Background: an optimization exercise with open tools, aiming at small area, a short achievable clock period and few clock cycles. Do not read the settings as production practice.
Function was checked by simulation only, so behaviour that the tests miss may differ from the original.
Power and IR drop assume default switching activity.

## Top
module Top(
    input                           sys_clk     ,
    input                           sys_rst_n   ,
    input                           trig        ,
    output  reg                     vld         ,
    input                   [9:0]   data_in     ,
    output  wire    signed  [12:0]  sin_out     ,
    output  wire    signed  [12:0]  cos_out
);
Settings: LEC_CHECK=0, ABC_AREA=1, CAP_MARGIN=20, CORE_MARGIN=2, CORE_UTILIZATION=40, SLEW_MARGIN=20, SYNTH_MEMORY_MAX_BITS=32768; clock period 10.0 ns.
standard.sh (not shown) runs the stock make flow with config.mk's settings and CLKGATE_MAP_FILE= SYNTH_SCRIPT=/design/flow/synth_recipe.tcl, a recipe that flattens the netlist after the stock synthesis.
==> flow/flow/run.sh <==
#!/bin/bash
# The standard layout, without adder cells in synthesis, with faster port buffers,
# and with timing repair aimed 6.0 ns below the clock period.
set -euo pipefail
bash standard.sh ADDER_MAP_FILE= "BUFFER_PORTS_ARGS=-buffer_cell sky130_fd_sc_hd__buf_2" SETUP_SLACK_MARGIN=6.0  finish > standard_flow.log 2>&1
Testbench counts at the start, summed over its fixed seeds: cycles 4,800.
Next try:
==> flow/run.sh (new file) <==
#!/bin/bash
# synth_recipe.tcl (not shown) runs the flow's synth.tcl, then flattens the netlist and writes it again
# the make line also repeats each setting of config.mk as NAME=value (left out here)
make -C /OpenROAD-flow-scripts/flow DESIGN_CONFIG=/design/flow/config.mk WORK_HOME=/design/flow/orfs CLKGATE_MAP_FILE= SYNTH_SCRIPT=/design/flow/synth_recipe.tcl finish
removed: flow/flow/run.sh
removed: flow/standard.sh
- The new run went through all stages and came out clean
- power rises by 5.7%
- area after synthesis rises by 10%
- cell area rises by 11%
- register-to-register slack is worse by 0.36 ns
- setup slack is worse by 0.19 ns
- non-clock buffer count falls by 4
- wire length rises by 3.6%
- utilization falls by 0.19 points
Next try:
==> flow/flow/run.sh (new file) <==
#!/bin/bash
# The standard layout, with faster port buffers and timing repair aimed 6.5 ns below the clock period.
set -euo pipefail
bash standard.sh "BUFFER_PORTS_ARGS=-buffer_cell sky130_fd_sc_hd__buf_2" SETUP_SLACK_MARGIN=6.5 finish > standard_flow.log 2>&1
==> flow/standard.sh (new file) <==
#!/bin/bash
# synth_recipe.tcl (not shown) runs the flow's synth.tcl, then flattens the netlist and writes it again
# the make line also repeats each setting of config.mk as NAME=value (left out here)
make -C /OpenROAD-flow-scripts/flow DESIGN_CONFIG=/design/flow/config.mk WORK_HOME=/design/flow/orfs CLKGATE_MAP_FILE= SYNTH_SCRIPT=/design/flow/synth_recipe.tcl "${@:-finish}"
removed: flow/run.sh
Outcome: First-iteration DRC count grows by about a fifth; total power came out lower by a few percent; worst hold slack is about the same; sequential power rose by a few percent; maximum frequency increases by roughly a tenth; wire length is higher by a little under a tenth.
Next try:
==> flow/flow/run.sh (replaced) <==
#!/bin/bash
# The standard layout, without adder cells in synthesis, with faster port buffers,
# and with timing repair aimed 6.5 ns below the clock period.
set -euo pipefail
bash standard.sh ADDER_MAP_FILE= "BUFFER_PORTS_ARGS=-buffer_cell sky130_fd_sc_hd__buf_2" SETUP_SLACK_MARGIN=6.5  finish > standard_flow.log 2>&1
Sequential cell count stays the same. Via count increases by 1.7%. Final area fell by 5.2%. Routed wire length decreases by 3.2%. Maximum frequency goes down by 9.0%. Count of clock-buffer cells in the layout decreases by 1. Worst hold slack hardly moves.

---

Another version of the RTL of Top (not shown whole).
For scale: roughly 660 cells after synthesis, about 40 I/O pins, ~0.0036 mm2 of cells after synthesis.
Design Top, start of the top module:
module Top(
    input                           sys_clk     ,
    input                           sys_rst_n   ,
    input                           trig        ,
    output  reg                     vld         ,
    input                   [9:0]   data_in     ,
    output  wire    signed  [12:0]  sin_out     ,
    output  wire    signed  [12:0]  cos_out
);
==> flow/config.mk <==
export PLATFORM = sky130hd
export DESIGN_NAME = Top
export DESIGN_NICKNAME = Top
export VERILOG_FILES = /design/flow/design.v
export SDC_FILE = /design/flow/constraint.sdc
export NUM_CORES = 4
export LEC_CHECK = 0
export ABC_AREA = 1
export CAP_MARGIN = 20
export CORE_MARGIN = 2
export CORE_UTILIZATION = 40
export SLEW_MARGIN = 20
export SYNTH_MEMORY_MAX_BITS = 32768
==> flow/constraint.sdc <==
create_clock -name core_clock -period 10.0 [get_ports {sys_clk}]
set_input_delay 2.0000 -clock core_clock [delete_from_list [all_inputs] [get_ports {sys_clk}]]
set_output_delay 2.0000 -clock core_clock [all_outputs]
set_load 0.01 [all_outputs]
==> flow/flow/run.sh <==
#!/bin/bash
# The standard layout (standard.sh) with one added step and three settings:
#  - after the standard synthesis, the combinational logic between the standard
#    synthesis's flip-flops is mapped again by ABC for area (remap.script); the
#    flip-flops, their names and cell types are left as they are;
#  - synthesis maps no adder cells (ADDER_MAP_FILE empty);
#  - port buffers are buf_2 instead of the delay buffer buffer_ports picks;
#  - timing repair aims for SETUP_SLACK_MARGIN ns of setup slack.
# The clock period and constraints are the standard flow's. Each tool's output goes to a log here.
set -euo pipefail
W=$(pwd)
R=$W/orfs/results/$FLOW_PLATFORM/Top/base
P=$FLOW_HOME/platforms/$FLOW_PLATFORM
LIB=$P/lib/sky130_fd_sc_hd__tt_025C_1v80.lib
VARS=(ADDER_MAP_FILE= "BUFFER_PORTS_ARGS=-buffer_cell sky130_fd_sc_hd__buf_2" SETUP_SLACK_MARGIN=7.2)

bash standard.sh "${VARS[@]}" synth > synth.log 2>&1

cp "$R/1_2_yosys.v" "$W/standard_1_2_yosys.v"
python3 flow/split_lib.py "$LIB" "$P/config.mk" remap_comb.lib remap_seq.lib remap_dont_use.txt > split_lib.log 2>&1
cat > remap.ys <<EOT
read_liberty -lib remap_seq.lib
read_liberty -ignore_miss_func remap_comb.lib
read_verilog -defer $W/standard_1_2_yosys.v
hierarchy -top $FLOW_TOP
flatten
rename -hide w:*.*
opt_clean -purge
abc -liberty $LIB $(cat remap_dont_use.txt) -script $W/flow/remap.script
opt_clean -purge
hilomap -singleton -hicell sky130_fd_sc_hd__conb_1 HI -locell sky130_fd_sc_hd__conb_1 LO
splitnets
opt_clean -purge
insbuf -buf sky130_fd_sc_hd__buf_4 A X
stat -liberty $LIB
write_verilog -noattr -nohex -nodec $R/1_2_yosys.v
EOT
yosys -l remap.log -q remap.ys > /dev/null 2>&1
rm -f "$R/1_synth.odb" "$R/1_synth.sdc"

bash standard.sh "${VARS[@]}" finish > layout.log 2>&1
rm -f remap_comb.lib remap_seq.lib
==> flow/flow/remap.script <==
strash
dch
map -B 0.9
topo
stime -c
buffer -c
upsize -c -D 1700
dnsize -c -D 1700
Other scripts of this flow, unchanged in this note and not shown: flow/flow/split_lib.py
The starting point passed the timing, DRC and antenna checks.
Testbench counts at the start, summed over its fixed seeds: cycles 4,800.
Next try:
--- a/flow/flow/run.sh
+++ b/flow/flow/run.sh
@@ -15 +15 @@
-VARS=(ADDER_MAP_FILE= "BUFFER_PORTS_ARGS=-buffer_cell sky130_fd_sc_hd__buf_2" SETUP_SLACK_MARGIN=7.2)
+VARS=(ADDER_MAP_FILE= "BUFFER_PORTS_ARGS=-buffer_cell sky130_fd_sc_hd__buf_2" SETUP_SLACK_MARGIN=7.12)
==> flow/flow/remap.script (replaced) <==
strash
dch
map -B 0.9
topo
stime -c
buffer -c
upsize -c -D 1500
dnsize -c -D 1500
Total power drops by about 7%.
Maximum frequency barely changes.
Global-route usage climbs by 1.7 points.
Design area drops by about 4.6%.
Die area climbs by 3.0%.
Sequential cell count is unchanged.
Routed wire length climbs by 3.6%.
Clock power drops by about 32%.
Cell count drops by about 1.3%.
Setup slack degrades by 0.0078 ns.
Next try:
--- a/flow/flow/run.sh
+++ b/flow/flow/run.sh
@@ -15 +15 @@
-VARS=(ADDER_MAP_FILE= "BUFFER_PORTS_ARGS=-buffer_cell sky130_fd_sc_hd__buf_2" SETUP_SLACK_MARGIN=7.12)
+VARS=(ADDER_MAP_FILE= "BUFFER_PORTS_ARGS=-buffer_cell sky130_fd_sc_hd__buf_2" SETUP_SLACK_MARGIN=7.12 "CTS_ARGS=-root_buf sky130_fd_sc_hd__clkbuf_16 -buf_list sky130_fd_sc_hd__clkbuf_16 -sink_clustering_size 50 -sink_clustering_max_diameter 500 -repair_clock_nets -dont_use_dummy_load")
Effect:
- The changed run ran to the end with no violations
- routed wire length went down by about 0.55%
- count of clock-buffer cells in the layout stays the same
- die area stays the same
- utilization climbs by 0.41 points
- final area goes up by 0.91%
- via count rose by 0.48%
- final cell count decreases by about 0.37%
- area after synthesis does not change
- synthesized cell count is unchanged
- worst setup slack gets better by 0.019 ns
Next try:
--- a/flow/flow/run.sh
+++ b/flow/flow/run.sh
@@ -15 +15 @@
-VARS=(ADDER_MAP_FILE= "BUFFER_PORTS_ARGS=-buffer_cell sky130_fd_sc_hd__buf_2" SETUP_SLACK_MARGIN=7.12 "CTS_ARGS=-root_buf sky130_fd_sc_hd__clkbuf_16 -buf_list sky130_fd_sc_hd__clkbuf_16 -sink_clustering_size 50 -sink_clustering_max_diameter 500 -repair_clock_nets -dont_use_dummy_load")
+VARS=(ADDER_MAP_FILE= "BUFFER_PORTS_ARGS=-buffer_cell sky130_fd_sc_hd__buf_2" SETUP_SLACK_MARGIN=7.12)
==> flow/flow/remap.script (replaced) <==
strash
dch
map -B 0.9
topo
stime -c
buffer -c
upsize -c -D 1700
dnsize -c -D 1700
What happened: Total power stays flat; worst setup slack gets worse by 0.011 ns; flip-flop and latch count stays the same; core utilization climbs by 2.4 points.
Next try:
--- a/flow/flow/run.sh
+++ b/flow/flow/run.sh
@@ -15 +15 @@
-VARS=(ADDER_MAP_FILE= "BUFFER_PORTS_ARGS=-buffer_cell sky130_fd_sc_hd__buf_2" SETUP_SLACK_MARGIN=7.12)
+VARS=(ADDER_MAP_FILE= "BUFFER_PORTS_ARGS=-buffer_cell sky130_fd_sc_hd__buf_2" SETUP_SLACK_MARGIN=7.2)
==> flow/flow/remap.script (replaced) <==
strash
dch
map -B 0.9
topo
stime -c
buffer -c
upsize -c -D 1500
dnsize -c -D 1500
Effect: Synthesized cell count is unchanged. Area after synthesis went up by 3.2%. Count of clock-buffer cells in the layout went down by 1. Register-to-register slack gets better by 0.05 ns. Die area went up by 3.0%. First-iteration DRC count went up by 12%. Sequential power is about the same.

[separate check: timing with driven ports]
No port has a modelled driver above. Below, the same layouts with a new extraction and two added sets of constraints. Step 1 sets driving cells, clkbuf_16 on the clock port and buf_2 on the other inputs (assumed; they add their load-dependent delay and slew). Step 2 moves the port delays by t, midway between the first and last clock arrival at a register: inputs arrive t later, outputs are due t later. That takes back most of the time a late clock gives input paths. Three values: ideal, step 1, step 2; two values: the first two.
| run | t (ns) | slack for setup (ns) | hold WS [ns] | worst register clock-pin slew, ns | worst slew at a driven data input, ns |
|---|---|---|---|---|---|
| the first run of note 1 | 0.306 | 5.945 / 5.919 / 6.225 | 0.331 / 0.331 / 0.331 | 0.07 / 0.07 | 0.03 |
| the second run of note 1 | 0.309 | 5.759 / 5.733 / 6.043 | 0.330 / 0.330 / 0.330 | 0.08 / 0.08 | 0.04 |
| the third run of note 1 | 0.321 | 6.269 / 6.241 / 6.562 | 0.328 / 0.328 / 0.328 | 0.08 / 0.08 | 0.04 |
| the fourth run of note 1 | 0.315 | 5.898 / 5.871 / 6.185 | 0.327 / 0.327 / 0.327 | 0.08 / 0.08 | 0.04 |
| the first run of note 2 | 0.315 | 7.218 / 7.191 / 7.024 | 0.355 / 0.355 / 0.355 | 0.08 / 0.08 | 0.03 |
| the second run of note 2 | 0.325 | 7.210 / 7.179 / 7.093 | 0.361 / 0.361 / 0.361 | 0.08 / 0.08 | 0.03 |
| the third run of note 2 | 0.318 | 7.229 / 7.192 / 7.086 | 0.356 / 0.356 / 0.356 | 0.06 / 0.06 | 0.03 |
| the fourth run of note 2 | 0.314 | 7.218 / 7.192 / 7.025 | 0.355 / 0.355 / 0.355 | 0.08 / 0.08 | 0.03 |
| the fifth run of note 2 | 0.329 | 7.207 / 7.175 / 7.095 | 0.361 / 0.361 / 0.361 | 0.08 / 0.08 | 0.03 |
After both steps setup and hold are still met in every run listed. For the first run of note 2, which loses most, drivers alone change the setup slack by -0.027 ns; drivers and shift together by -0.194 ns.
